This is an optimization exercise on Yosys and OpenROAD, whose aim is small area, a short achievable clock period and few clock cycles, not a production implementation.
RTL that was checked went through simulation tests only; none was proved equivalent to the original.
The RTL of runs 1 and 3 to 5 was laid out without a check of its function.

==> flow/config.mk <==
export PLATFORM = sky130hd
export DESIGN_NAME = sha256
export DESIGN_NICKNAME = sha256
export VERILOG_FILES = /design/flow/design.v
export SDC_FILE = /design/flow/constraint.sdc
export NUM_CORES = 4
export LEC_CHECK = 0
export CAP_MARGIN = 20
export CORE_MARGIN = 2
export CORE_UTILIZATION = 40
export SETUP_SLACK_MARGIN = 4.5
export SLEW_MARGIN = 20
export TNS_END_PERCENT = 100
==> flow/constraint.sdc <==
create_clock -name core_clock -period 10.0 [get_ports {clk}]
set_input_delay 2.0000 -clock core_clock [delete_from_list [all_inputs] [get_ports {clk}]]
set_output_delay 2.0000 -clock core_clock [all_outputs]
set_load 0.01 [all_outputs]
==> flow/design.v <==
module sha256(
    input clk,
    input reset_n,
    input cs,
    input we,
    input [7:0] address,
    input [31:0] write_data,
    output [31:0] read_data
);
localparam ADDR_CTRL   = 8'h08;
localparam ADDR_STATUS = 8'h09;
localparam [31:0] IV0 = 32'h6a09e667;
localparam [31:0] IV1 = 32'hbb67ae85;
localparam [31:0] IV2 = 32'h3c6ef372;
localparam [31:0] IV3 = 32'ha54ff53a;
localparam [31:0] IV4 = 32'h510e527f;
localparam [31:0] IV5 = 32'h9b05688c;
localparam [31:0] IV6 = 32'h1f83d9ab;
localparam [31:0] IV7 = 32'h5be0cd19;
function [31:0] kfun(input [5:0] i);
    case (i)
        6'd00: kfun = 32'h428a2f98;
        6'd01: kfun = 32'h71374491;
        6'd02: kfun = 32'hb5c0fbcf;
        6'd03: kfun = 32'he9b5dba5;
        6'd04: kfun = 32'h3956c25b;
        6'd05: kfun = 32'h59f111f1;
        6'd06: kfun = 32'h923f82a4;
        6'd07: kfun = 32'hab1c5ed5;
        6'd08: kfun = 32'hd807aa98;
        6'd09: kfun = 32'h12835b01;
        6'd10: kfun = 32'h243185be;
        6'd11: kfun = 32'h550c7dc3;
        6'd12: kfun = 32'h72be5d74;
        6'd13: kfun = 32'h80deb1fe;
        6'd14: kfun = 32'h9bdc06a7;
        6'd15: kfun = 32'hc19bf174;
        6'd16: kfun = 32'he49b69c1;
        6'd17: kfun = 32'hefbe4786;
        6'd18: kfun = 32'h0fc19dc6;
        6'd19: kfun = 32'h240ca1cc;
        6'd20: kfun = 32'h2de92c6f;
        6'd21: kfun = 32'h4a7484aa;
        6'd22: kfun = 32'h5cb0a9dc;
        6'd23: kfun = 32'h76f988da;
        6'd24: kfun = 32'h983e5152;
        6'd25: kfun = 32'ha831c66d;
        6'd26: kfun = 32'hb00327c8;
        6'd27: kfun = 32'hbf597fc7;
        6'd28: kfun = 32'hc6e00bf3;
        6'd29: kfun = 32'hd5a79147;
        6'd30: kfun = 32'h06ca6351;
        6'd31: kfun = 32'h14292967;
        6'd32: kfun = 32'h27b70a85;
        6'd33: kfun = 32'h2e1b2138;
        6'd34: kfun = 32'h4d2c6dfc;
        6'd35: kfun = 32'h53380d13;
        6'd36: kfun = 32'h650a7354;
        6'd37: kfun = 32'h766a0abb;
        6'd38: kfun = 32'h81c2c92e;
        6'd39: kfun = 32'h92722c85;
        6'd40: kfun = 32'ha2bfe8a1;
        6'd41: kfun = 32'ha81a664b;
        6'd42: kfun = 32'hc24b8b70;
        6'd43: kfun = 32'hc76c51a3;
        6'd44: kfun = 32'hd192e819;
        6'd45: kfun = 32'hd6990624;
        6'd46: kfun = 32'hf40e3585;
        6'd47: kfun = 32'h106aa070;
        6'd48: kfun = 32'h19a4c116;
        6'd49: kfun = 32'h1e376c08;
        6'd50: kfun = 32'h2748774c;
        6'd51: kfun = 32'h34b0bcb5;
        6'd52: kfun = 32'h391c0cb3;
        6'd53: kfun = 32'h4ed8aa4a;
        6'd54: kfun = 32'h5b9cca4f;
        6'd55: kfun = 32'h682e6ff3;
        6'd56: kfun = 32'h748f82ee;
        6'd57: kfun = 32'h78a5636f;
        6'd58: kfun = 32'h84c87814;
        6'd59: kfun = 32'h8cc70208;
        6'd60: kfun = 32'h90befffa;
        6'd61: kfun = 32'ha4506ceb;
        6'd62: kfun = 32'hbef9a3f7;
        default: kfun = 32'hc67178f2;
    endcase
endfunction
function [31:0] ch(input [31:0] x, input [31:0] y, input [31:0] z);
    ch = (x & y) ^ ((~x) & z);
endfunction
function [31:0] maj(input [31:0] x, input [31:0] y, input [31:0] z);
    maj = (x & y) | (x & z) | (y & z);
endfunction
function [31:0] sum0(input [31:0] x);
    sum0 = {x[1:0], x[31:2]} ^ {x[12:0], x[31:13]} ^ {x[21:0], x[31:22]};
endfunction
function [31:0] sum1(input [31:0] x);
    sum1 = {x[5:0], x[31:6]} ^ {x[10:0], x[31:11]} ^ {x[24:0], x[31:25]};
endfunction
function [31:0] sig0(input [31:0] x);
    sig0 = {x[6:0], x[31:7]} ^ {x[17:0], x[31:18]} ^ {3'h0, x[31:3]};
endfunction
function [31:0] sig1(input [31:0] x);
    sig1 = {x[16:0], x[31:17]} ^ {x[18:0], x[31:19]} ^ {10'h0, x[31:10]};
endfunction
reg        busy;        
reg [5:0]  u;           
reg [31:0] w [0:15];    
reg [31:0] H [0:7];     
reg [31:0] a, b, c, d, e, f, g, h;
reg [31:0] pkw;         
reg        load_iv;     
wire wr       = cs && we;
wire ctrl_wr  = wr && (address == ADDR_CTRL) && !busy;
wire start    = ctrl_wr && (write_data[0] || write_data[1]);
wire init     = write_data[0];
wire blk_wr   = wr && (address[7:4] == 4'h1);
wire last     = (u == 6'd0);
wire [31:0] hsel = H[address[2:0]];
assign read_data =
    (address == ADDR_STATUS)      ? {31'h0, !busy || last} :
    (address[7:3] == 5'b00100)    ? hsel :
    32'h0;
function [63:0] csa(input [31:0] x, input [31:0] y, input [31:0] z);
    csa = {((x & y) | (x & z) | (y & z)) << 1, x ^ y ^ z};
endfunction
wire [63:0] x1  = csa(pkw, sum1(e), ch(e, f, g));               
wire [63:0] xe  = csa(x1[31:0], x1[63:32], d);                  
wire [63:0] x2  = csa(sum0(a), maj(a, b, c), x1[31:0]);
wire [63:0] xa  = csa(x2[31:0], x2[63:32], x1[63:32]);          
wire [31:0] an  = xa[31:0] + xa[63:32];
wire [31:0] en  = xe[31:0] + xe[63:32];
wire [63:0] ya  = csa(xa[31:0], xa[63:32], H[3]);
wire [63:0] ye  = csa(xe[31:0], xe[63:32], H[7]);
wire [31:0] han = ya[31:0] + ya[63:32];
wire [31:0] hen = ye[31:0] + ye[63:32];
wire [63:0] m0  = csa(sig1(w[14]), w[9], sig0(w[1]));
wire [63:0] m1  = csa(m0[31:0], m0[63:32], w[0]);
wire [31:0] wn  = m1[31:0] + m1[63:32];
wire [31:0] s7  = init ? IV7 : H[7];
wire [63:0] q   = csa(busy ? g : s7, busy ? w[1] : w[0], kfun(u));
wire [31:0] pn  = q[31:0] + q[63:32];
wire [31:0] wdg = {32{!busy}} & write_data;
integer i;
always @(posedge clk) begin
    if (!reset_n)
        busy <= 1'b0;
    else if (start)
        busy <= 1'b1;
    else if (last)
        busy <= 1'b0;
    if (!reset_n)
        u <= 6'd0;
    else if (start)
        u <= 6'd1;
    else if (busy && !last)
        u <= u + 6'd1;
    pkw <= pn;
    for (i = 0; i < 15; i = i + 1)
        if (busy || (blk_wr && address[3:0] == i))
            w[i] <= ({32{busy}} & w[i + 1]) | wdg;
    if (busy || (blk_wr && address[3:0] == 4'd15))
        w[15] <= ({32{busy}} & wn) | wdg;
    if (start) begin
        if (init) begin
            a <= IV0; b <= IV1; c <= IV2; d <= IV3;
            e <= IV4; f <= IV5; g <= IV6; h <= IV7;
        end else begin
            a <= H[0]; b <= H[1]; c <= H[2]; d <= H[3];
            e <= H[4]; f <= H[5]; g <= H[6]; h <= H[7];
        end
    end else begin
        a <= an; b <= a; c <= b; d <= c;
        e <= en; f <= e; g <= f; h <= g;
    end
    load_iv <= start && init;
    if (load_iv) begin
        H[0] <= IV0; H[1] <= IV1; H[2] <= IV2; H[3] <= IV3;
        H[4] <= IV4; H[5] <= IV5; H[6] <= IV6; H[7] <= IV7;
    end else if (busy && (u[5:0] > 6'd60 || last)) begin
        H[0] <= han; H[1] <= H[0]; H[2] <= H[1]; H[3] <= H[2];
        H[4] <= hen; H[5] <= H[4]; H[6] <= H[5]; H[7] <= H[6];
    end
end
endmodule
==> flow/run.sh <==
#!/bin/bash
# synth_recipe.tcl (not shown) runs the flow's synth.tcl, then flattens the netlist and writes it again
# the make line also repeats each setting of config.mk as NAME=value (left out here)
make -C /OpenROAD-flow-scripts/flow DESIGN_CONFIG=/design/flow/config.mk WORK_HOME=/design/flow/orfs CLKGATE_MAP_FILE= SYNTH_SCRIPT=/design/flow/synth_recipe.tcl finish
==> results of run 1 <==
[per-layer routing]
layer	global-route usage, %	wire length [µm]	part of all wire [%]	vias up
met1	39.4	94200	44	24500
met4	10.8	8960	4.2	0
met3	4.79	18900	8.9	399
met2	39.9	91100	43	2380
met5	0	0	0	-
li1	-	-	-	22600
[flip-flops by register name, summed over array words and instances (netlist names)]
register	count
load_iv	1
w	512
busy	1
c	32
pkw	32
H	256
e	32
b	32
u	6
g	32
d	32
a	32
f	32
[kinds of logic after synthesis]
logic type | count (synthesis) | synth area share (%)
adder cells (fa/ha/maj) | 517 | 14.0
AND/OR/NAND/NOR | 2719 | 18.5
AO/OA/AOI/OAI | 1296 | 13.5
XOR/XNOR | 404 | 5.84
multiplexers | 65 | 1.34
flip-flops | 1032 | 42.5
buffers and inverters | 684 | 4.32
[worst register-to-register path: cells and delay by family, from the launching register on]
kind                     cells  cell delay [ns]
multiplexers                 1             0.40
flip-flops                   1             0.45
buffers and inverters        4             0.39
AO/OA/AOI/OAI                7             1.54
adder cells (fa/ha/maj)      5             2.28
AND/OR/NAND/NOR              2             0.26
[metrics by stage]
stage          utilization [%]  setup WS, ns  hold WS [ns]  cell area, µm²
2_1_floorplan                -          4.51         0.420           60600
3_3_place_gp              41.9          3.00         0.433           62900
3_5_place_dp              41.9          2.98         0.442           62900
4_1_cts                   45.2          4.44         0.382           67900
5_1_grt                   45.6          4.42         0.442           68500
6_report                  45.6          4.48         0.380           68500
[worst paths after layout]
check | startpoint | to | cells after the start | slack (ns)
setup reg to reg | e[1] | H[4][27] | 19 | 4.60
hold reg to reg | f[19] | g[19] | 2 | 0.38
setup / recovery | address[6] | read_data[0] | 4 | 4.48
hold / removal | f[19] | g[19] | 2 | 0.38
[repair_timing]
action	CTS	global route
cloned	9	3
setup buffers	27	15
setup endpoints to repair	85	61
resized for setup	313	106
pin swaps	27	35
[cells in the mapped netlist (57+ instances only)]
| master | instances | area (µm²) |
|---|---|---|
| nand2_1 | 1796 | 6740 |
| dfxtp_1 | 520 | 10400 |
| edfxtp_1 | 512 | 15400 |
| nor2_1 | 385 | 1450 |
| clkbuf_1 | 382 | 1430 |
| a21oi_1 | 381 | 1910 |
| o21ai_0 | 347 | 1740 |
| xnor2_1 | 298 | 2610 |
| fa_1 | 279 | 5590 |
| inv_1 | 234 | 878 |
| ha_1 | 210 | 2630 |
| nand3_1 | 184 | 921 |
| nor3_1 | 159 | 796 |
| xor2_1 | 106 | 928 |
| a21o_1 | 78 | 586 |
| a22oi_1 | 57 | 428 |
[layout make-up]
type | instances | area, µm² | share of cell area (%)
clock inverters | 50 | 688 | 1.01
multi-input cells | 5001 | 33100 | 48.3
diodes | 1 | 2.50 | 0.00365
repair buffers | 212 | 2190 | 3.20
flip-flops and latches | 1032 | 25800 | 37.7
clock buffers | 159 | 3220 | 4.71
inverters | 236 | 910 | 1.33
well taps | 2016 | 2520 | 3.68
==> results.tsv, run 1 <==
stage	metric	value	unit
outcome	status	finished clean	
final_layout	Area Overhead vs Synth	13.0	%
setup_path	worst setup path class	in -> out	
setup_path	CP delay by family, top	simple AND/OR/NAND/NOR gates	
yosys	post-synthesis async set-or-reset flop share	0	%
global_route	vias in the first global route	46800	
yosys	syn_nets	7250	
placement	Post-Place Cells	8443	
placement	routability cong.	0.983	
global_route	largest net degree at the start of global routing	168	
setup_path	critical path arrival	3.52	ns
timing	Slew @ Worst Pin	1.11	ns
floorplanning	Die X	393	µm
floorplanning	core area	0.150	mm²
floorplanning	# rows	142	
yosys	sequential area share after synthesis	42.5	%
floorplanning	Starting Density	40.4	%
clock_network	CTS tree	yes	
drt	via count	49800	
setup_path	CP Max Fanout	3	
clock_network	Clock Tree Buf Depth	3	
global_route	initial antenna violation count	2	
final_layout	most common cell after layout, fill and taps aside	nand2_1	
placement	dpl hpwl	151	mm
timing	final hold violations	0	
timing	Setup Viol. Count Final	0	
yosys	synth warn	3	
timing	Rel. slew slack	25.7	%
global_route	total gr overflow	0	
yosys	Mapped Cells	6717	
hold_path	HP Class	reg -> reg	
clock_network	worst skew pair latency	0.77	ns
timing	final period utilization	55.2	%
timing	Worst Skew	0.0885	ns
drt	initial DRC count	5762	
setup_path	CP max stage cell	or4_4	
global_route	GRT Util Overall	27.1	%
setup_path	CP Cell Sequence	clkdlybuf4s15_1 -> or4_4 -> o31ai_4 -> buf_2	
yosys	flops & latches, synth	1032	
drt	vias per std cell	5.72	
timing	RSZ-0062 raised after global routing	yes	
drt	WL/cell	24.5	µm
yosys	Synth cell types	92	
timing	Setup TNS	0	ns
drt	drt pass-1 iters	7	
drt	detailed-route DRC error count	0	
timing	Period minus WS final	5.52	ns
final_layout	fin nets	7130	
setup_path	Crit. End Element	primary output	
floorplanning	io pins	76	
clock_network	Root Driver	clkbuf_16	
setup_path	CP max stage delay	0.55	ns
placement	IO Port Bufs	75	
clock_network	Post-CTS Hold Fix Bufs	0	
clock_network	clock transition at the registers of the reported paths	0.06	ns
run	max_cap viols	0	
clock_network	htree depth	3	
yosys	main flop type after synthesis	dfxtp_1	
setup_path	Critical Path RT	8.00	ns
setup_path	CP Buf/Inv Count	2	
floorplanning	die area	0.155	mm²
drt	final WL	213	mm
drt	ANT nets after route	0	
yosys	Post-synth EDFFs	512	
yosys	Mapped Area	0.0606	mm²
timing	Max Slew Vio Count	0	
clock_network	number of CTS-inserted buffers	114	
setup_path	crit path launch type	input port	
final_layout	Non-Filler Instances	8707	
final_layout	# fillers	14300	
timing	Fmax	181	MHz
final_layout	ratio of cells with drive above 1 in the final layout	8.83	%
final_layout	highest-count cells in the layout ignoring fill and taps	nand2_1 (1781), edfxtp_1 (512), dfxtp_1 (494)	
floorplanning	Die Height	393	µm
yosys	syn_area_per_cell	9.02	µm²
global_route	first-pass GRT wire length	313	mm
clock_network	clk sinks	1032	
==> inputs of run 2 (changes only) <==
--- a/flow/design.v
+++ b/flow/design.v
@@ -103,12 +103,53 @@
 function [31:0] sig1(input [31:0] x);
     sig1 = {x[16:0], x[31:17]} ^ {x[18:0], x[31:19]} ^ {10'h0, x[31:10]};
 endfunction
+function [31:0] addbk(input [31:0] x, input [31:0] y);
+    reg [31:0] gg, pp;
+    integer i, l;
+    begin
+        gg = x & y;
+        pp = x ^ y;
+        for (l = 1; l < 32; l = l * 2)
+            for (i = 2 * l - 1; i < 32; i = i + 2 * l) begin
+                gg[i] = gg[i] | (pp[i] & gg[i - l]);
+                pp[i] = pp[i] & pp[i - l];
+            end
+        for (l = 8; l >= 1; l = l / 2)
+            for (i = 3 * l - 1; i < 32; i = i + 2 * l) begin
+                gg[i] = gg[i] | (pp[i] & gg[i - l]);
+                pp[i] = pp[i] & pp[i - l];
+            end
+        addbk = x ^ y ^ {gg[30:0], 1'b0};
+    end
+endfunction
+function [31:0] addsk(input [31:0] x, input [31:0] y);
+    reg [31:0] gg, pp, g2, p2;
+    integer i, l;
+    begin
+        gg = x & y;
+        pp = x ^ y;
+        for (l = 1; l < 32; l = l * 2) begin
+            g2 = gg;
+            p2 = pp;
+            for (i = 0; i < 32; i = i + 1)
+                if (i % (2 * l) >= l) begin
+                    g2[i] = gg[i] | (pp[i] & gg[(i / (2 * l)) * (2 * l) + l - 1]);
+                    p2[i] = pp[i] & pp[(i / (2 * l)) * (2 * l) + l - 1];
+                end
+            gg = g2;
+            pp = p2;
+        end
+        addsk = x ^ y ^ {gg[30:0], 1'b0};
+    end
+endfunction
 reg        busy;        
+reg        fin;         
 reg [5:0]  u;           
 reg [31:0] w [0:15];    
 reg [31:0] H [0:7];     
 reg [31:0] a, b, c, d, e, f, g, h;
 reg [31:0] pkw;         
+reg [31:0] kr;          
 reg        load_iv;     
 wire wr       = cs && we;
 wire ctrl_wr  = wr && (address == ADDR_CTRL) && !busy;
@@ -118,7 +159,7 @@
 wire last     = (u == 6'd0);
 wire [31:0] hsel = H[address[2:0]];
 assign read_data =
-    (address == ADDR_STATUS)      ? {31'h0, !busy || last} :
+    (address == ADDR_STATUS)      ? {31'h0, !busy} :
     (address[7:3] == 5'b00100)    ? hsel :
     32'h0;
 function [63:0] csa(input [31:0] x, input [31:0] y, input [31:0] z);
@@ -130,19 +171,18 @@
 wire [63:0] xa  = csa(x2[31:0], x2[63:32], x1[63:32]);          
 wire [31:0] an  = xa[31:0] + xa[63:32];
 wire [31:0] en  = xe[31:0] + xe[63:32];
-wire [63:0] ya  = csa(xa[31:0], xa[63:32], H[3]);
-wire [63:0] ye  = csa(xe[31:0], xe[63:32], H[7]);
-wire [31:0] han = ya[31:0] + ya[63:32];
-wire [31:0] hen = ye[31:0] + ye[63:32];
+wire [31:0] han = addbk(H[3], a);
+wire [31:0] hen = addbk(H[7], e);
 wire [63:0] m0  = csa(sig1(w[14]), w[9], sig0(w[1]));
 wire [63:0] m1  = csa(m0[31:0], m0[63:32], w[0]);
-wire [31:0] wn  = m1[31:0] + m1[63:32];
+wire [31:0] wn  = addsk(m1[31:0], m1[63:32]);
 wire [31:0] s7  = init ? IV7 : H[7];
-wire [63:0] q   = csa(busy ? g : s7, busy ? w[1] : w[0], kfun(u));
+wire [63:0] q   = csa(busy ? g : s7, busy ? w[1] : w[0], kr);
 wire [31:0] pn  = q[31:0] + q[63:32];
 wire [31:0] wdg = {32{!busy}} & write_data;
 integer i;
 always @(posedge clk) begin
+    fin <= reset_n && busy && last;
     if (!reset_n)
         busy <= 1'b0;
     else if (start)
@@ -156,6 +196,7 @@
     else if (busy && !last)
         u <= u + 6'd1;
     pkw <= pn;
+    kr  <= (start || (busy && !last)) ? kfun(u + 6'd1) : kfun(6'd0);
     for (i = 0; i < 15; i = i + 1)
         if (busy || (blk_wr && address[3:0] == i))
             w[i] <= ({32{busy}} & w[i + 1]) | wdg;
@@ -177,7 +218,7 @@
     if (load_iv) begin
         H[0] <= IV0; H[1] <= IV1; H[2] <= IV2; H[3] <= IV3;
         H[4] <= IV4; H[5] <= IV5; H[6] <= IV6; H[7] <= IV7;
-    end else if (busy && (u[5:0] > 6'd60 || last)) begin
+    end else if ((busy && (u[5:0] > 6'd61 || last)) || fin) begin
         H[0] <= han; H[1] <= H[0]; H[2] <= H[1]; H[3] <= H[2];
         H[4] <= hen; H[5] <= H[4]; H[6] <= H[5]; H[7] <= H[6];
     end
--- a/flow/config.mk
+++ b/flow/config.mk
@@ -8,6 +8,6 @@
 export CAP_MARGIN = 20
 export CORE_MARGIN = 2
 export CORE_UTILIZATION = 40
-export SETUP_SLACK_MARGIN = 4.5
+export SETUP_SLACK_MARGIN = 5
 export SLEW_MARGIN = 20
 export TNS_END_PERCENT = 100
==> results.tsv, run 2 <==
stage	metric	value	unit	change
timing	final period utilization	53.6	%	was 55.2%
global_route	vias in the first global route	45300		was 46800
hold_path	hold path depth	2		unchanged
final_layout	most common cell after layout, fill and taps aside	nand2_1		unchanged
yosys	synth warn	3		unchanged
timing	Slew @ Worst Pin	1.36	ns	was 1.11 ns
timing	Setup TNS	0	ns	unchanged
setup_path	setup slack, reg-to-reg	5.01	ns	was 4.60 ns
hold_path	HP Class	reg -> reg		unchanged
placement	Post-DP Area	0.0619	mm²	was 0.0629 mm²
yosys	Mapped Area	0.0594	mm²	was 0.0606 mm²
global_route	initial antenna violation count	5		was 2
yosys	area leader, netlist	edfxtp_1		unchanged
floorplanning	Die X	389	µm	was 393 µm
yosys	Synth cell types	93		was 92
final_layout	highest-count cells in the layout ignoring fill and taps	nand2_1 (1972), dfxtp_1 (521), edfxtp_1 (512)		was nand2_1 (1781), edfxtp_1 (512), dfxtp_1 (494)
final_layout	max reg flops	512		unchanged
placement	dpl hpwl	155	mm	was 151 mm
floorplanning	io pins	76		unchanged
timing	Fmax	186	MHz	was 181 MHz
floorplanning	# rows	141		was 142
yosys	flops & latches, synth	1065		was 1032
drt	ANT nets after route	0		unchanged
timing	Rel. slew slack	9.57	%	was 25.7%
clock_network	Post-CTS Hold Fix Bufs	0		unchanged
yosys	main flop type after synthesis	dfxtp_1		unchanged
timing	final hold violations	0		unchanged
yosys	syn_nets	6967		was 7250
timing	RSZ-0062 raised after global routing	yes		unchanged
setup_path	CP Max Fanout	10		was 3
global_route	first-pass GRT wire length	318	mm	was 313 mm
final_layout	Largest regs	w: 512 flops, H: 256 flops		unchanged
clock_network	number of CTS-inserted buffers	114		unchanged
placement	Post-Place Cells	8102		was 8443
clock_network	clk sinks	1065		was 1032
final_layout	Non-Filler Instances	8459		was 8707
timing	Max Slew Vio Count	0		unchanged
final_layout	# fillers	13800		was 14300
setup_path	Critical Path RT	8.00	ns	about the same
placement	worst slack at placement	3.03	ns	was 2.98 ns
final_layout	ratio of cells with drive above 1 in the final layout	10.8	%	was 8.83%
setup_path	R2R depth	19		unchanged
clock_network	htree depth	3		unchanged
final_layout	Reg with most FFs	w		unchanged
floorplanning	core area	0.148	mm²	was 0.150 mm²
drt	drt pass-1 iters	6		was 7
yosys	sequential area share after synthesis	44.5	%	was 42.5%
clock_network	worst skew pair latency	0.77	ns	about the same
final_layout	fin nets	6926		was 7130
global_route	largest net degree at the start of global routing	219		was 168
drt	WL/cell	26.1	µm	was 24.5 µm
floorplanning	Starting Density	40.2	%	was 40.4%
timing	Setup Viol. Count Final	0		unchanged
yosys	Post-synth top cells	nand2_1 (1987), dfxtp_1 (553), edfxtp_1 (512)		was nand2_1 (1796), dfxtp_1 (520), edfxtp_1 (512)
hold_path	Hold Path End	g[1]		was g[19]
clock_network	Root Driver	clkbuf_16		unchanged
setup_path	Crit. End Element	primary output		unchanged
timing	Worst Skew	0.0523	ns	was 0.0885 ns
clock_network	clock transition at the registers of the reported paths	0.06	ns	about the same
floorplanning	die area	0.152	mm²	was 0.155 mm²
yosys	most numerous cell in the Yosys netlist	nand2_1		unchanged
floorplanning	Die Height	389	µm	was 393 µm
hold_path	Hold Path Origin	f[1]		was f[19]
yosys	Yosys top cell area share	25.9	%	was 25.4%
timing	Period minus WS final	5.36	ns	was 5.52 ns
placement	routability cong.	0.997		was 0.983
yosys	Mapped Cells	6471		was 6717
placement	IO Port Bufs	75		unchanged
drt	final WL	221	mm	was 213 mm
outcome	status	finished clean		unchanged
setup_path	worst flop-to-flop path startpoint	e[30]		was e[1]
global_route	GRT Util Overall	28.5	%	was 27.1%
yosys	Area contributors post-synth	edfxtp_1 (26%), dfxtp_1 (19%), nand2_1 (13%)		was edfxtp_1 (25%), dfxtp_1 (17%), nand2_1 (11%)
global_route	total gr overflow	0		unchanged
yosys	Post-synth EDFFs	512		unchanged
setup_path	crit path launch type	input port		unchanged
yosys	post-synthesis async set-or-reset flop share	0	%	unchanged
drt	detailed-route DRC error count	0		unchanged
setup_path	critical path arrival	3.36	ns	was 3.52 ns
final_layout	Area Overhead vs Synth	14.9	%	was 13.0%
setup_path	worst setup path class	in -> out		unchanged
clock_network	CTS tree	yes		unchanged
run	max_cap viols	0		unchanged
final_layout	cell area after layout	0.0683	mm²	was 0.0685 mm²
yosys	syn_area_per_cell	9.18	µm²	was 9.02 µm²
setup_path	CP Launch Point	address[2]		was address[6]
clock_network	Clock Tree Buf Depth	3		unchanged
setup_path	r2r endpoint	a[31]		was H[4][27]
drt	vias per std cell	5.72		about the same
drt	initial DRC count	6092		was 5762
timing	setup ws final	4.64	ns	was 4.48 ns
drt	via count	48400		was 49800
[run 2: cell types whose count changed after synthesis, moves of 51 or more]
cell / delta
inv_1: -55
nor2_1: -167
nor3_1: -94
nand3b_1: +125
nand2_1: +191
a21oi_1: -51
[run 2: what timing repair did]
item,CTS,global route
resized for setup,336,142
buffers inserted,60,61
setup endpoints to repair,67,64
pin swaps,89,69
cloned,18,2
[run 2: final cells by class]
cell class | count | area [µm²] | share of cell area, %
Multi-Input combinational cell | 4782 | 31800 | 46.6
Clock inverter | 52 | 498 | 0.729
Timing Repair Buffer | 279 | 3050 | 4.47
Antenna cell | 4 | 10.0 | 0.0147
Clock buffer | 159 | 3220 | 4.72
Timing Repair inverter | 2 | 20.0 | 0.0293
Sequential cell | 1065 | 26500 | 38.8
Inverter | 186 | 743 | 1.09
Tap cell | 1930 | 2410 | 3.54
[run 2: worst max-delay path by stage]
| stage | cells past startpoint | slack (ns) | to |
|---|---|---|---|
| finish | 6 | 4.64 | read_data[25] |
| global route | 10 | 4.58 | read_data[0] |
| CTS | 9 | 4.66 | read_data[1] |
| detailed placement | 8 | 3.03 | read_data[25] |
| global placement | 8 | 3.10 | read_data[25] |
| floorplan | 17 | 4.92 | pkw[28] |
[run 2: layer usage]
metal	global-route usage, %	vias up	part of all wire (%)
met5	0	-	0
met4	12.9	0	5.0
met3	4.84	401	9.1
met2	42.6	2317	43
met1	40.4	23800	42
li1	-	21900	-
[run 2: stage by stage]
stage | hold slack [ns] | utilization [%]
6_report | 0.435 | 46.3
3_3_place_gp | 0.422 | 41.9
3_5_place_dp | 0.427 | 41.9
2_1_floorplan | 0.410 | -
4_1_cts | 0.436 | 45.5
5_1_grt | 0.454 | 46.3
[run 2: cells by family (layout without fill, tap and decap cells)]
kind of cell | after synthesis | count (layout) | share of synthesized area (%)
AOI/OAI and AO/OA | 1183 | 1183 | 12.5
xor gates and xnor gates | 396 | 396 | 5.86
adders and majority gates | 481 | 481 | 13.2
buffers and inverters | 626 | 678 | 3.99
DFF | 1065 | 1065 | 44.5
muxes | 67 | 67 | 1.45
other | 0 | 4 | 0
and+or+nand+nor | 2653 | 2655 | 18.5
[run 2: worst max-delay path, stage by stage]
cell and delay [ns]:
buf_12 0.11, buf_16 0.16, mux4_2 0.52, a21oi_1 0.30, nor2_2 0.11, buf_6 0.14
Testbench counts of run 2, summed over its fixed seeds: cycles 80,808.
==> inputs of run 3 (changes only) <==
--- a/flow/design.v
+++ b/flow/design.v
@@ -122,34 +122,13 @@
         addbk = x ^ y ^ {gg[30:0], 1'b0};
     end
 endfunction
-function [31:0] addsk(input [31:0] x, input [31:0] y);
-    reg [31:0] gg, pp, g2, p2;
-    integer i, l;
-    begin
-        gg = x & y;
-        pp = x ^ y;
-        for (l = 1; l < 32; l = l * 2) begin
-            g2 = gg;
-            p2 = pp;
-            for (i = 0; i < 32; i = i + 1)
-                if (i % (2 * l) >= l) begin
-                    g2[i] = gg[i] | (pp[i] & gg[(i / (2 * l)) * (2 * l) + l - 1]);
-                    p2[i] = pp[i] & pp[(i / (2 * l)) * (2 * l) + l - 1];
-                end
-            gg = g2;
-            pp = p2;
-        end
-        addsk = x ^ y ^ {gg[30:0], 1'b0};
-    end
-endfunction
 reg        busy;        
 reg        fin;         
 reg [5:0]  u;           
 reg [31:0] w [0:15];    
 reg [31:0] H [0:7];     
 reg [31:0] a, b, c, d, e, f, g, h;
-reg [31:0] pkw;         
-reg [31:0] kr;          
+reg [31:0] kr;           
 reg        load_iv;     
 wire wr       = cs && we;
 wire ctrl_wr  = wr && (address == ADDR_CTRL) && !busy;
@@ -165,20 +144,22 @@
 function [63:0] csa(input [31:0] x, input [31:0] y, input [31:0] z);
     csa = {((x & y) | (x & z) | (y & z)) << 1, x ^ y ^ z};
 endfunction
-wire [63:0] x1  = csa(pkw, sum1(e), ch(e, f, g));               
-wire [63:0] xe  = csa(x1[31:0], x1[63:32], d);                  
-wire [63:0] x2  = csa(sum0(a), maj(a, b, c), x1[31:0]);
-wire [63:0] xa  = csa(x2[31:0], x2[63:32], x1[63:32]);          
+wire [31:0] s1e = sum1(e);
+wire [31:0] che = ch(e, f, g);
+wire [63:0] x0  = csa(h, w[0], kr);                             
+wire [63:0] x1  = csa(s1e, che, x0[31:0]);                      
+wire [63:0] xe  = csa(x1[31:0], x1[63:32], x0[63:32]);
+wire [63:0] ye  = csa(xe[31:0], xe[63:32], d);                  
+wire [63:0] x2  = csa(sum0(a), maj(a, b, c), x0[63:32]);
+wire [63:0] x3  = csa(x1[31:0], x1[63:32], x2[31:0]);
+wire [63:0] xa  = csa(x3[31:0], x3[63:32], x2[63:32]);          
 wire [31:0] an  = xa[31:0] + xa[63:32];
-wire [31:0] en  = xe[31:0] + xe[63:32];
+wire [31:0] en  = ye[31:0] + ye[63:32];
 wire [31:0] han = addbk(H[3], a);
 wire [31:0] hen = addbk(H[7], e);
 wire [63:0] m0  = csa(sig1(w[14]), w[9], sig0(w[1]));
 wire [63:0] m1  = csa(m0[31:0], m0[63:32], w[0]);
-wire [31:0] wn  = addsk(m1[31:0], m1[63:32]);
-wire [31:0] s7  = init ? IV7 : H[7];
-wire [63:0] q   = csa(busy ? g : s7, busy ? w[1] : w[0], kr);
-wire [31:0] pn  = q[31:0] + q[63:32];
+wire [31:0] wn  = addbk(m1[31:0], m1[63:32]);
 wire [31:0] wdg = {32{!busy}} & write_data;
 integer i;
 always @(posedge clk) begin
@@ -195,8 +176,7 @@
         u <= 6'd1;
     else if (busy && !last)
         u <= u + 6'd1;
-    pkw <= pn;
-    kr  <= (start || (busy && !last)) ? kfun(u + 6'd1) : kfun(6'd0);
+    kr  <= busy && !last ? kfun(u) : kfun(6'd0);
     for (i = 0; i < 15; i = i + 1)
         if (busy || (blk_wr && address[3:0] == i))
             w[i] <= ({32{busy}} & w[i + 1]) | wdg;
==> results.tsv, run 3 <==
stage	metric	value	unit	change
final_layout	max reg flops	512		unchanged
yosys	Synth Area in Adders	15.0	%	was 13.2%
yosys	Synth Area in Compound Gates	11.4	%	was 12.5%
yosys	synth warn	3		unchanged
timing	final period utilization	56.6	%	was 53.6%
clock_network	htree depth	3		unchanged
timing	Rel. slew slack	11.1	%	was 9.57%
run	max_cap viols	0		unchanged
yosys	Post-synth top cells	nand2_1 (1976), dfxtp_1 (553), edfxtp_1 (512)		was nand2_1 (1987), dfxtp_1 (553), edfxtp_1 (512)
drt	detailed-route DRC error count	0		unchanged
setup_path	worst setup path class	in -> out		unchanged
yosys	Synth cell types	83		was 93
floorplanning	# rows	140		was 141
floorplanning	Die Height	387	µm	was 389 µm
yosys	post-synthesis mux area share	1.37	%	was 1.45%
hold_path	HP Class	reg -> reg		unchanged
timing	final hold violations	0		unchanged
drt	vias per std cell	5.70		was 5.72
clock_network	Root Driver	clkbuf_16		unchanged
yosys	Yosys top cell area share	26.1	%	was 25.9%
timing	Fmax	177	MHz	was 186 MHz
drt	drt pass-1 iters	7		was 6
placement	worst slack at placement	2.73	ns	was 3.03 ns
yosys	post-synthesis async set-or-reset flop share	0	%	unchanged
final_layout	highest-count cells in the layout ignoring fill and taps	nand2_1 (1958), edfxtp_1 (512), dfxtp_1 (506)		was nand2_1 (1972), dfxtp_1 (521), edfxtp_1 (512)
floorplanning	die area	0.150	mm²	was 0.152 mm²
setup_path	CP Max Fanout	5		was 10
timing	Slew @ Worst Pin	1.33	ns	was 1.36 ns
yosys	Post-synth EDFFs	512		unchanged
drt	WL/cell	25.9	µm	was 26.1 µm
drt	ANT nets after route	0		unchanged
final_layout	final core utilization	46.6	%	was 46.3%
final_layout	# fillers	13600		was 13800
yosys	area leader, netlist	edfxtp_1		unchanged
placement	IO Port Bufs	75		unchanged
final_layout	fin nets	6862		was 6926
setup_path	crit path launch type	input port		unchanged
final_layout	Area Overhead vs Synth	15.5	%	was 14.9%
global_route	total gr overflow	0		unchanged
hold_path	hold path depth	2		unchanged
final_layout	Largest regs	w: 512 flops, H: 256 flops		unchanged
yosys	main flop type after synthesis	dfxtp_1		unchanged
yosys	Mapped Cells	6358		was 6471
yosys	syn_area_per_cell	9.25	µm²	was 9.18 µm²
setup_path	Critical Path RT	8.00	ns	about the same
clock_network	Clock Tree Buf Depth	3		unchanged
drt	via count	47500		was 48400
clock_network	worst skew pair latency	0.76	ns	was 0.77 ns
final_layout	Reg with most FFs	w		unchanged
global_route	first-pass GRT wire length	312	mm	was 318 mm
placement	Post-Place Cells	7968		was 8102
yosys	syn_nets	6891		was 6967
placement	dpl hpwl	151	mm	was 155 mm
floorplanning	io pins	76		unchanged
global_route	initial antenna violation count	3		was 5
clock_network	number of CTS-inserted buffers	111		was 114
outcome	status	finished clean		unchanged
yosys	most numerous cell in the Yosys netlist	nand2_1		unchanged
floorplanning	Die X	387	µm	was 389 µm
clock_network	Post-CTS Hold Fix Bufs	0		unchanged
yosys	flops & latches, synth	1065		unchanged
timing	setup ws final	4.34	ns	was 4.64 ns
clock_network	clk sinks	1065		unchanged
setup_path	critical path arrival	3.66	ns	was 3.36 ns
drt	initial DRC count	5698		was 6092
floorplanning	core area	0.146	mm²	was 0.148 mm²
yosys	largest family of logic cells by synthesized area	simple AND/OR/NAND/NOR gates		unchanged
timing	Setup TNS	0	ns	unchanged
yosys	Mapped Area	0.0588	mm²	was 0.0594 mm²
floorplanning	Starting Density	40.4	%	was 40.2%
timing	Setup Viol. Count Final	0		unchanged
global_route	largest net degree at the start of global routing	213		was 219
final_layout	Non-Filler Instances	8342		was 8459
placement	routability cong.	0.988		was 0.997
clock_network	clock transition at the registers of the reported paths	0.06	ns	about the same
setup_path	Crit. End Element	primary output		unchanged
yosys	sequential area share after synthesis	45.0	%	was 44.5%
timing	Max Slew Vio Count	0		unchanged
yosys	Area contributors post-synth	edfxtp_1 (26%), dfxtp_1 (19%), nand2_1 (13%)		unchanged
yosys	XOR/XNOR share of the synthesized area	5.38	%	was 5.86%
clock_network	CTS tree	yes		unchanged
timing	Worst Skew	0.0546	ns	was 0.0523 ns
timing	RSZ-0062 raised after global routing	yes		unchanged
final_layout	most common cell after layout, fill and taps aside	nand2_1		unchanged
drt	final WL	216	mm	was 221 mm
global_route	GRT Util Overall	28.1	%	was 28.5%
timing	hold_ws	0.407	ns	was 0.435 ns
yosys	Synth Area in Simple Gates	17.5	%	was 18.5%
setup_path	R2R depth	21		was 19
timing	Period minus WS final	5.66	ns	was 5.36 ns
global_route	vias in the first global route	45400		was 45300
final_layout	ratio of cells with drive above 1 in the final layout	12.1	%	was 10.8%
[run 3: routing by layer]
metal | share of wire, % | wire length (µm) | vias to the layer above | GRT usage, %
li1 | - | - | 21300 | -
met1 | 41 | 89400 | 23600 | 38.0
met2 | 44 | 94900 | 2111 | 42.5
met3 | 8.7 | 18900 | 491 | 5.66
met4 | 6.0 | 12900 | 2 | 15.0
met5 | 0.027 | 58 | - | 0.383
[run 3: critical path: stages]
cell	delay (ns)
buf_8	0.08
buf_12	0.12
clkinvlp_4	0.11
buf_4	0.15
buf_6	0.11
buf_6	0.11
buf_12	0.14
buf_16	0.15
a21oi_1	0.15
o22ai_1	0.11
a21oi_1	0.18
nor2_2	0.10
buf_2	0.15
[run 3: cell type report]
class / instances / area [µm²] / share of cell area [%]
inverter: 246 / 945 / 1.39
timing repair buffer: 288 / 2870 / 4.23
tap: 1917 / 2400 / 3.53
sequential: 1065 / 26500 / 39.0
antenna: 2 / 5.00 / 0.00737
clock inverter: 60 / 744 / 1.10
multi-input combinational: 4617 / 31300 / 46.1
clock buffer: 147 / 3170 / 4.66
[run 3: per-stage QoR]
| stage | cell area [µm²] |
|---|---|
| after floorplan | 59000 |
| after global placement | 60900 |
| after detailed placement | 60900 |
| after CTS | 67000 |
| after global routing | 67900 |
| final | 67900 |
[run 3: logic make-up (layout without fill, tap and decap cells)]
kind of cell,after synthesis,in the layout
simple gates,2560,2564
flops,1065,1065
compound gates,1104,1104
xor+xnor,361,361
other cells,0,2
fa+ha+maj,519,519
buf+inv,680,741
mux,69,69
[run 3: worst paths after layout]
kind / from / end / slack [ns]
max reg2reg: w[14][18] / w[15][31] / 4.60
min: g[29] / h[29] / 0.41
min reg2reg: g[29] / h[29] / 0.41
max: address[0] / read_data[28] / 4.34
[run 3: repair_timing]
| item | CTS | global route |
|---|---|---|
| setup endpoints to repair | 100 | 149 |
| gates cloned | 13 | 2 |
| gates resized for setup | 432 | 121 |
| setup buffers | 110 | 39 |
| pin swaps | 155 | 98 |
==> inputs of run 4 (changes only) <==
--- a/flow/design.v
+++ b/flow/design.v
@@ -122,80 +122,103 @@
         addbk = x ^ y ^ {gg[30:0], 1'b0};
     end
 endfunction
+function [31:0] addsk(input [31:0] x, input [31:0] y);
+    reg [31:0] gg, pp, g2, p2;
+    integer i, l;
+    begin
+        gg = x & y;
+        pp = x ^ y;
+        for (l = 1; l < 32; l = l * 2) begin
+            g2 = gg;
+            p2 = pp;
+            for (i = 0; i < 32; i = i + 1)
+                if (i % (2 * l) >= l) begin
+                    g2[i] = gg[i] | (pp[i] & gg[(i / (2 * l)) * (2 * l) + l - 1]);
+                    p2[i] = pp[i] & pp[(i / (2 * l)) * (2 * l) + l - 1];
+                end
+            gg = g2;
+            pp = p2;
+        end
+        addsk = x ^ y ^ {gg[30:0], 1'b0};
+    end
+endfunction
 reg        busy;        
 reg        fin;         
 reg [5:0]  u;           
 reg [31:0] w [0:15];    
 reg [31:0] H [0:7];     
 reg [31:0] a, b, c, d, e, f, g, h;
-reg [31:0] kr;           
-reg        load_iv;     
+reg [31:0] pkw;         
+reg [31:0] kr;          
+reg        pre;         
 wire wr       = cs && we;
-wire ctrl_wr  = wr && (address == ADDR_CTRL) && !busy;
+wire ctrl_wr  = wr && (address == ADDR_CTRL) && !busy && !pre;
 wire start    = ctrl_wr && (write_data[0] || write_data[1]);
 wire init     = write_data[0];
+wire go       = (start && !init) || pre;    
 wire blk_wr   = wr && (address[7:4] == 4'h1);
 wire last     = (u == 6'd0);
-wire [31:0] hsel = H[address[2:0]];
-assign read_data =
-    (address == ADDR_STATUS)      ? {31'h0, !busy} :
-    (address[7:3] == 5'b00100)    ? hsel :
-    32'h0;
+wire        hit_h = (address[7:3] == 5'b00100);
+wire [7:0]  sel_h;
+genvar gi;
+generate
+    for (gi = 0; gi < 8; gi = gi + 1) begin : g_sel
+        assign sel_h[gi] = hit_h && (address[2:0] == gi);
+    end
+endgenerate
+wire [31:0] hsel = ({32{sel_h[0]}} & H[0]) | ({32{sel_h[1]}} & H[1]) |
+                   ({32{sel_h[2]}} & H[2]) | ({32{sel_h[3]}} & H[3]) |
+                   ({32{sel_h[4]}} & H[4]) | ({32{sel_h[5]}} & H[5]) |
+                   ({32{sel_h[6]}} & H[6]) | ({32{sel_h[7]}} & H[7]);
+assign read_data = hsel | {31'h0, (address == ADDR_STATUS) && !busy && !pre};
 function [63:0] csa(input [31:0] x, input [31:0] y, input [31:0] z);
     csa = {((x & y) | (x & z) | (y & z)) << 1, x ^ y ^ z};
 endfunction
-wire [31:0] s1e = sum1(e);
-wire [31:0] che = ch(e, f, g);
-wire [63:0] x0  = csa(h, w[0], kr);                             
-wire [63:0] x1  = csa(s1e, che, x0[31:0]);                      
-wire [63:0] xe  = csa(x1[31:0], x1[63:32], x0[63:32]);
-wire [63:0] ye  = csa(xe[31:0], xe[63:32], d);                  
-wire [63:0] x2  = csa(sum0(a), maj(a, b, c), x0[63:32]);
-wire [63:0] x3  = csa(x1[31:0], x1[63:32], x2[31:0]);
-wire [63:0] xa  = csa(x3[31:0], x3[63:32], x2[63:32]);          
+wire [63:0] x1  = csa(pkw, sum1(e), ch(e, f, g));               
+wire [63:0] xe  = csa(x1[31:0], x1[63:32], d);                  
+wire [63:0] x2  = csa(sum0(a), maj(a, b, c), x1[31:0]);
+wire [63:0] xa  = csa(x2[31:0], x2[63:32], x1[63:32]);          
 wire [31:0] an  = xa[31:0] + xa[63:32];
-wire [31:0] en  = ye[31:0] + ye[63:32];
+wire [31:0] en  = xe[31:0] + xe[63:32];
 wire [31:0] han = addbk(H[3], a);
 wire [31:0] hen = addbk(H[7], e);
 wire [63:0] m0  = csa(sig1(w[14]), w[9], sig0(w[1]));
 wire [63:0] m1  = csa(m0[31:0], m0[63:32], w[0]);
-wire [31:0] wn  = addbk(m1[31:0], m1[63:32]);
+wire [31:0] wn  = addsk(m1[31:0], m1[63:32]);
+wire [63:0] q   = csa(busy ? g : H[7], busy ? w[1] : w[0], kr);
+wire [31:0] pn  = q[31:0] + q[63:32];
 wire [31:0] wdg = {32{!busy}} & write_data;
 integer i;
 always @(posedge clk) begin
     fin <= reset_n && busy && last;
+    pre <= reset_n && start && init;
     if (!reset_n)
         busy <= 1'b0;
-    else if (start)
+    else if (go)
         busy <= 1'b1;
     else if (last)
         busy <= 1'b0;
     if (!reset_n)
         u <= 6'd0;
-    else if (start)
+    else if (go)
         u <= 6'd1;
     else if (busy && !last)
         u <= u + 6'd1;
-    kr  <= busy && !last ? kfun(u) : kfun(6'd0);
+    pkw <= pn;
+    kr  <= (go || (busy && !last)) ? kfun(u + 6'd1) : kfun(6'd0);
     for (i = 0; i < 15; i = i + 1)
         if (busy || (blk_wr && address[3:0] == i))
             w[i] <= ({32{busy}} & w[i + 1]) | wdg;
     if (busy || (blk_wr && address[3:0] == 4'd15))
         w[15] <= ({32{busy}} & wn) | wdg;
-    if (start) begin
-        if (init) begin
-            a <= IV0; b <= IV1; c <= IV2; d <= IV3;
-            e <= IV4; f <= IV5; g <= IV6; h <= IV7;
-        end else begin
-            a <= H[0]; b <= H[1]; c <= H[2]; d <= H[3];
-            e <= H[4]; f <= H[5]; g <= H[6]; h <= H[7];
-        end
-    end else begin
+    if (busy) begin
         a <= an; b <= a; c <= b; d <= c;
         e <= en; f <= e; g <= f; h <= g;
-    end
-    load_iv <= start && init;
-    if (load_iv) begin
+    end else begin
+        a <= H[0]; b <= H[1]; c <= H[2]; d <= H[3];
+        e <= H[4]; f <= H[5]; g <= H[6]; h <= H[7];
+    end
+    if (start && init) begin
         H[0] <= IV0; H[1] <= IV1; H[2] <= IV2; H[3] <= IV3;
         H[4] <= IV4; H[5] <= IV5; H[6] <= IV6; H[7] <= IV7;
     end else if ((busy && (u[5:0] > 6'd61 || last)) || fin) begin
==> results.tsv, run 4 <==
stage	metric	value	unit	change
hold_path	hold path depth	2		unchanged
floorplanning	Starting Density	40.3	%	was 40.4%
setup_path	critical path arrival	3.66	ns	about the same
global_route	vias in the first global route	42700		was 45400
run	max_cap viols	0		unchanged
final_layout	max reg flops	512		unchanged
timing	Setup Viol. Count Final	0		unchanged
global_route	GRT Util Overall	25.8	%	was 28.1%
yosys	Post-synth top cells	nand2_1 (1639), dfxtp_1 (553), edfxtp_1 (512)		was nand2_1 (1976), dfxtp_1 (553), edfxtp_1 (512)
clock_network	Post-CTS Hold Fix Bufs	0		unchanged
yosys	Area contributors post-synth	edfxtp_1 (27%), dfxtp_1 (19%), nand2_1 (11%)		was edfxtp_1 (26%), dfxtp_1 (19%), nand2_1 (13%)
final_layout	ratio of cells with drive above 1 in the final layout	12.9	%	was 12.1%
yosys	synth warn	3		unchanged
drt	vias per std cell	5.67		was 5.70
global_route	first-pass GRT wire length	285	mm	was 312 mm
clock_network	CTS tree	yes		unchanged
clock_network	number of CTS-inserted buffers	115		was 111
final_layout	most common cell after layout, fill and taps aside	nand2_1		unchanged
final_layout	fin nets	6401		was 6862
yosys	Mapped Area	0.0580	mm²	was 0.0588 mm²
timing	Period minus WS final	5.66	ns	about the same
timing	Worst Skew	0.0454	ns	was 0.0546 ns
placement	IO Port Bufs	75		unchanged
yosys	most numerous cell in the Yosys netlist	nand2_1		unchanged
drt	final WL	195	mm	was 216 mm
timing	Rel. slew slack	18.6	%	was 11.1%
timing	final period utilization	56.6	%	about the same
clock_network	htree depth	3		unchanged
placement	worst slack at placement	2.51	ns	was 2.73 ns
yosys	syn_nets	6431		was 6891
timing	Setup TNS	0	ns	unchanged
timing	Max Slew Vio Count	0		unchanged
yosys	post-synthesis async set-or-reset flop share	0	%	unchanged
clock_network	Clock Tree Buf Depth	3		unchanged
final_layout	# fillers	13400		was 13600
yosys	area leader, netlist	edfxtp_1		unchanged
yosys	Synth cell types	82		was 83
hold_path	HP Class	reg -> reg		unchanged
floorplanning	Die X	385	µm	was 387 µm
timing	setup ws final	4.34	ns	about the same
yosys	main flop type after synthesis	dfxtp_1		unchanged
setup_path	Critical Path RT	8.00	ns	about the same
placement	dpl hpwl	133	mm	was 151 mm
drt	WL/cell	24.6	µm	was 25.9 µm
yosys	sequential area share after synthesis	45.6	%	was 45.0%
drt	ANT nets after route	0		unchanged
yosys	Post-synth EDFFs	512		unchanged
clock_network	Root Driver	clkbuf_16		unchanged
setup_path	R2R depth	15		was 21
drt	via count	44900		was 47500
timing	Fmax	177	MHz	about the same
final_layout	highest-count cells in the layout ignoring fill and taps	nand2_1 (1637), dfxtp_1 (527), edfxtp_1 (512)		was nand2_1 (1958), edfxtp_1 (512), dfxtp_1 (506)
outcome	status	finished clean		unchanged
yosys	syn_area_per_cell	9.77	µm²	was 9.25 µm²
yosys	Yosys top cell area share	26.5	%	was 26.1%
final_layout	Area Overhead vs Synth	14.0	%	was 15.5%
drt	initial DRC count	4550		was 5698
clock_network	clock transition at the registers of the reported paths	0.06	ns	about the same
floorplanning	Die Height	385	µm	was 387 µm
clock_network	clk sinks	1065		unchanged
floorplanning	core area	0.144	mm²	was 0.146 mm²
yosys	Mapped Cells	5935		was 6358
final_layout	Reg with most FFs	w		unchanged
placement	routability cong.	0.985		was 0.988
global_route	total gr overflow	0		unchanged
timing	final hold violations	0		unchanged
drt	drt pass-1 iters	6		was 7
final_layout	Largest regs	w: 512 flops, H: 256 flops		unchanged
clock_network	worst skew pair latency	0.78	ns	was 0.76 ns
drt	detailed-route DRC error count	0		unchanged
floorplanning	die area	0.148	mm²	was 0.150 mm²
setup_path	worst setup path class	in -> out		unchanged
timing	Slew @ Worst Pin	1.21	ns	was 1.33 ns
setup_path	CP Max Fanout	8		was 5
floorplanning	# rows	139		was 140
setup_path	crit path launch type	input port		unchanged
floorplanning	io pins	76		unchanged
setup_path	Crit. End Element	primary output		unchanged
global_route	largest net degree at the start of global routing	167		was 213
yosys	flops & latches, synth	1065		unchanged
timing	RSZ-0062 raised after global routing	yes		unchanged
global_route	initial antenna violation count	6		was 3
[run 4: cell count changes in the layout (fill, tap and decap cells not counted), moves of 37 or more]
cell	change
nand3_1	-60
inv_1	-73
o211ai_1	-37
ha_1	+40
buf_4	-52
mux2_2	+207
nand2_1	-321
fa_1	-60
a22oi_1	+61
o21ai_0	-99
[run 4: critical path, cell delays in order]
cell and delay (ns):
buf_8 0.10, nor2_4 0.22, nand4b_1 0.16, buf_6 0.15
buf_12 0.14, nor2_4 0.17, clkbuf_16 0.24, a222oi_1 0.10
nand3_1 0.20, buf_2 0.16
[run 4: per-layer routing]
metal	vias to the layer above	share of wire (%)	GRT usage [%]
li1	20300	-	-
met1	22200	43	35.8
met2	1954	45	40.2
met3	376	7.7	4.55
met4	4	4.0	9.43
met5	-	0.011	0
[run 4: per-stage QoR]
| stage | area (µm²) | util, % | hold WS, ns | instances |
|---|---|---|---|---|
| after floorplan | 58000 | - | 0.432 | 5935 |
| after global placement | 60500 | 42.1 | 0.443 | 7592 |
| after detailed placement | 60500 | 42.1 | 0.454 | 7592 |
| after CTS | 65500 | 45.5 | 0.454 | 7876 |
| after global routing | 66100 | 45.9 | 0.494 | 7909 |
| final | 66100 | 45.9 | 0.458 | 7910 |
[run 4: layout make-up]
| type | count | area (µm²) | area share [%] |
|---|---|---|---|
| clock buffer | 140 | 3040 | 4.60 |
| sequential | 1065 | 26500 | 40.1 |
| timing repair buffer | 228 | 2270 | 3.44 |
| clock inverter | 77 | 892 | 1.35 |
| antenna | 2 | 5.00 | 0.00757 |
| inverter | 162 | 611 | 0.924 |
| multi-input combinational | 4333 | 30400 | 46.0 |
| tap | 1903 | 2380 | 3.60 |
[run 4: kinds of logic (layout without fill, tap and decap cells)]
kind of cell	count (synthesis)	count (layout)	share of synthesized area (%)
AND/OR/NAND/NOR	2196	2204	15.3
buffers and inverters	545	607	3.54
AO/OA/AOI/OAI	995	995	11.0
adder cells (fa/ha/maj)	481	481	13.5
XOR/XNOR	389	389	5.89
other	0	2	0
multiplexers	264	264	5.11
flip-flops	1065	1065	45.6
[run 4: final timing paths]
path,startpoint,end,slack (ns)
worst min register to register,H[5][0],H[5][0],0.46
worst min-delay path,H[5][0],H[5][0],0.46
worst max register to register,w[1][21],w[15][31],5.06
worst max-delay path,address[6],read_data[0],4.34
[run 4: repair_timing]
action | CTS | global route
cloned | 10 | 2
setup buffers | 57 | 30
gates resized for setup | 266 | 85
hold endpoints to repair | 0 | 0
pin swaps | 47 | 51
setup endpoints to repair | 162 | 62
==> inputs of run 5 (changes only) <==
--- a/flow/config.mk
+++ b/flow/config.mk
@@ -8,6 +8,7 @@
 export CAP_MARGIN = 20
 export CORE_MARGIN = 2
 export CORE_UTILIZATION = 40
-export SETUP_SLACK_MARGIN = 5
+export CTS_BUF_LIST = sky130_fd_sc_hd__clkbuf_4 sky130_fd_sc_hd__clkbuf_8
+export SETUP_SLACK_MARGIN = 4.6
 export SLEW_MARGIN = 20
 export TNS_END_PERCENT = 100
==> results.tsv, run 5 <==
stage	metric	value	unit	change
yosys	flops & latches, synth	1065		unchanged
setup_path	critical path arrival	3.76	ns	was 3.66 ns
clock_network	Clock Tree Buf Depth	3		unchanged
yosys	Mapped Cells	5935		unchanged
timing	Setup Viol. Count Final	0		unchanged
timing	Worst Skew	0.0743	ns	was 0.0454 ns
drt	detailed-route DRC error count	0		unchanged
timing	Slew @ Worst Pin	1.07	ns	was 1.21 ns
global_route	largest net degree at the start of global routing	174		was 167
yosys	post-synthesis mux area share	5.11	%	unchanged
yosys	sequential area share after synthesis	45.6	%	unchanged
yosys	area leader, netlist	edfxtp_1		unchanged
run	max_cap viols	0		unchanged
floorplanning	io pins	76		unchanged
placement	IO Port Bufs	75		unchanged
drt	WL/cell	24.3	µm	was 24.6 µm
setup_path	CP Cell Sequence	buf_8 -> nor2_4 -> nand4_1 -> buf_6 -> buf_6 -> nor2_4 -> buf_6 -> buf_8 -> a22oi_1 -> nand4_1 -> buf_2		was buf_8 -> nor2_4 -> nand4b_1 -> buf_6 -> buf_12 -> nor2_4 -> clkbuf_16 -> a222oi_1 -> nand3_1 -> buf_2
timing	Setup TNS	0	ns	unchanged
setup_path	crit path launch type	input port		unchanged
yosys	Synth cell types	82		unchanged
final_layout	Reg with most FFs	w		unchanged
final_layout	final core utilization	45.6	%	was 45.9%
floorplanning	die area	0.148	mm²	unchanged
drt	vias per std cell	5.60		was 5.67
drt	drt pass-1 iters	8		was 6
floorplanning	Die X	385	µm	unchanged
setup_path	CP most frequent cell	buf_6		was nor2_4
clock_network	worst skew pair latency	0.97	ns	was 0.78 ns
outcome	status	finished clean		unchanged
clock_network	number of CTS-inserted buffers	183		was 115
timing	Max Slew Vio Count	0		unchanged
global_route	initial antenna violation count	7		was 6
floorplanning	Starting Density	40.3	%	unchanged
setup_path	CP Max Fanout	5		was 8
final_layout	# fillers	13500		was 13400
timing	Fmax	174	MHz	was 177 MHz
placement	Post-DP Area	0.0605	mm²	about the same
setup_path	CP max stage delay	0.21	ns	was 0.24 ns
timing	RSZ-0062 raised after global routing	yes		unchanged
yosys	Area contributors post-synth	edfxtp_1 (27%), dfxtp_1 (19%), nand2_1 (11%)		unchanged
yosys	largest family of logic cells by synthesized area	simple AND/OR/NAND/NOR gates		unchanged
floorplanning	Die Height	385	µm	unchanged
setup_path	CP max stage cell	nor2_4		was clkbuf_16
placement	routability cong.	0.966		was 0.985
yosys	XOR/XNOR share of the synthesized area	5.89	%	unchanged
setup_path	worst setup path class	in -> out		unchanged
timing	final hold violations	0		unchanged
hold_path	HP Class	reg -> reg		unchanged
clock_network	htree depth	4		was 3
clock_network	Root Driver	clkbuf_8		was clkbuf_16
yosys	Post-synth top cells	nand2_1 (1639), dfxtp_1 (553), edfxtp_1 (512)		unchanged
clock_network	clk sinks	1065		unchanged
final_layout	ratio of cells with drive above 1 in the final layout	13.9	%	was 12.9%
hold_path	hold path depth	1		was 2
drt	initial DRC count	5116		was 4550
timing	Rel. slew slack	27.7	%	was 18.6%
final_layout	fin nets	6446		was 6401
yosys	syn_area_per_cell	9.77	µm²	unchanged
drt	ANT nets after route	0		unchanged
drt	final WL	194	mm	was 195 mm
yosys	Yosys top cell area share	26.5	%	unchanged
yosys	main flop type after synthesis	dfxtp_1		unchanged
final_layout	max reg flops	512		unchanged
yosys	syn_nets	6431		unchanged
clock_network	clock transition at the registers of the reported paths	0.06	ns	about the same
final_layout	cell area after layout	0.0656	mm²	was 0.0661 mm²
global_route	GRT Util Overall	26.0	%	was 25.8%
floorplanning	core area	0.144	mm²	unchanged
global_route	first-pass GRT wire length	287	mm	was 285 mm
final_layout	Multi-input gate area	0.0302	mm²	was 0.0304 mm²
floorplanning	# rows	139		unchanged
drt	via count	44800		was 44900
yosys	synth warn	3		unchanged
global_route	total gr overflow	0		unchanged
clock_network	CTS tree	yes		unchanged
yosys	Synth Area in Adders	13.5	%	unchanged
global_route	vias in the first global route	43300		was 42700
setup_path	Critical Path RT	8.00	ns	about the same
timing	final period utilization	57.6	%	was 56.6%
yosys	most numerous cell in the Yosys netlist	nand2_1		unchanged
setup_path	Crit. End Element	primary output		unchanged
final_layout	Largest regs	w: 512 flops, H: 256 flops		unchanged
setup_path	R2R depth	15		unchanged
yosys	Post-synth EDFFs	512		unchanged
timing	Period minus WS final	5.76	ns	was 5.66 ns
final_layout	Storage cell area	0.0265	mm²	about the same
yosys	Synth Area in Compound Gates	11.0	%	unchanged
placement	dpl hpwl	133	mm	about the same
final_layout	most common cell after layout, fill and taps aside	nand2_1		unchanged
yosys	post-synthesis async set-or-reset flop share	0	%	unchanged
final_layout	Area Overhead vs Synth	13.2	%	was 14.0%
yosys	Mapped Area	0.0580	mm²	unchanged
yosys	Synth Area in Simple Gates	15.3	%	unchanged
final_layout	highest-count cells in the layout ignoring fill and taps	nand2_1 (1637), dfxtp_1 (541), edfxtp_1 (512)		was nand2_1 (1637), dfxtp_1 (527), edfxtp_1 (512)
run 5: changes by cell type in the layout (fill, tap and decap cells not counted), sizes merged:
cell | before | now
clkinv | 49 | 39
clkbuf | 144 | 276
inv | 173 | 172
bufinv | 14 | 6
bufbuf | 1 | 0
buf | 187 | 164
clkinvlp | 3 | 1
clkdlybuf4s15 | 1 | 3
a21oi | 293 | 294
run 5: kinds of logic (layout without fill, tap and decap cells):
logic type      count (synthesis)  after routing
simple gates                 2196           2204
flops                        1065           1065
compound gates                995            996
buf+inv                       545            696
fa+ha+maj                     481            481
xor+xnor                      389            389
mux                           264            264
other cells                     0              2
run 5: cell type report:
| cell class | instances | area share [%] |
|---|---|---|
| sequential | 1065 | 40.3 |
| timing repair buffer | 204 | 3.15 |
| multi-input combinational | 4334 | 46.0 |
| clock buffer | 274 | 5.14 |
| antenna | 2 | 0.00762 |
| inverter | 162 | 0.930 |
| clock inverter | 56 | 0.835 |
| tap | 1903 | 3.63 |
run 5: layer usage:
metal	GRT usage (%)	vias to the layer above	share of wire, %
met2	39.9	1986	45
met4	10.7	6	4.2
met3	5.12	390	8.0
met5	0	-	0.021
li1	-	20400	-
met1	35.8	22000	43
run 5: timing repair:
item | in CTS | in global routing
pin swaps | 56 | 21
gates resized for setup | 237 | 53
setup endpoints to repair | 48 | 113
hold buffers | 0 | 0
setup buffers | 60 | 4
gates cloned | 9 | 2
run 5: path summary, 6_finish.rpt:
kind | startpoint | to | slack, ns
setup / recovery | address[7] | read_data[12] | 4.24
hold / removal | b[1] | c[1] | 0.45
setup reg to reg | e[5] | a[31] | 4.73
hold reg to reg | b[1] | c[1] | 0.45
run 5: critical path, delay by kind of cell:
family | cells | cell delay, ns
buf+inv | 6 | 0.85
simple gates | 4 | 0.81
compound gates | 1 | 0.09
run 5: metrics by stage:
stage	hold slack, ns	setup WS [ns]	std cells
finish	0.449	4.24	8000
global route	0.492	4.24	7999
CTS	0.456	4.37	7991
detailed placement	0.449	2.35	7592
global placement	0.440	2.45	7591
floorplan	0.432	4.49	5935

[separate check: timing with driven ports]
The results above use ideal ports. As a check the final layouts listed here were re-extracted and re-timed, cells and wires unchanged. Step 1 sets driving cells, clkbuf_16 on the clock port and buf_2 on the other inputs (assumed; they add their load-dependent delay and slew). Step 2 times the ports against the registers' clock, not the clock port: input delays grow and output delays shrink by t, the midpoint of the rising clock arrivals with the driver on. Three values: ideal ports, drivers, drivers and shift; two values: the first two.
run | t (ns) | setup slack, ns | worst setup path after step 2 | worst register clock-pin slew, ns
run 1 | 0.810 | 4.477 / 4.310 / 3.939 | input to register | 0.07 / 0.07
run 2 | 0.831 | 4.636 / 4.569 / 4.414 | input to register | 0.08 / 0.08
run 3 | 0.823 | 4.341 / 4.291 / 4.291 | input to output | 0.07 / 0.07
run 4 | 0.831 | 4.340 / 4.225 / 4.225 | input to output | 0.07 / 0.07
run 5 | 1.001 | 4.244 / 4.116 / 4.116 | input to output | 0.07 / 0.07
After both steps every run listed still meets setup and hold. The setup slack of run 1, which loses most, moves by -0.167 ns with the drivers and by -0.538 ns with both steps.
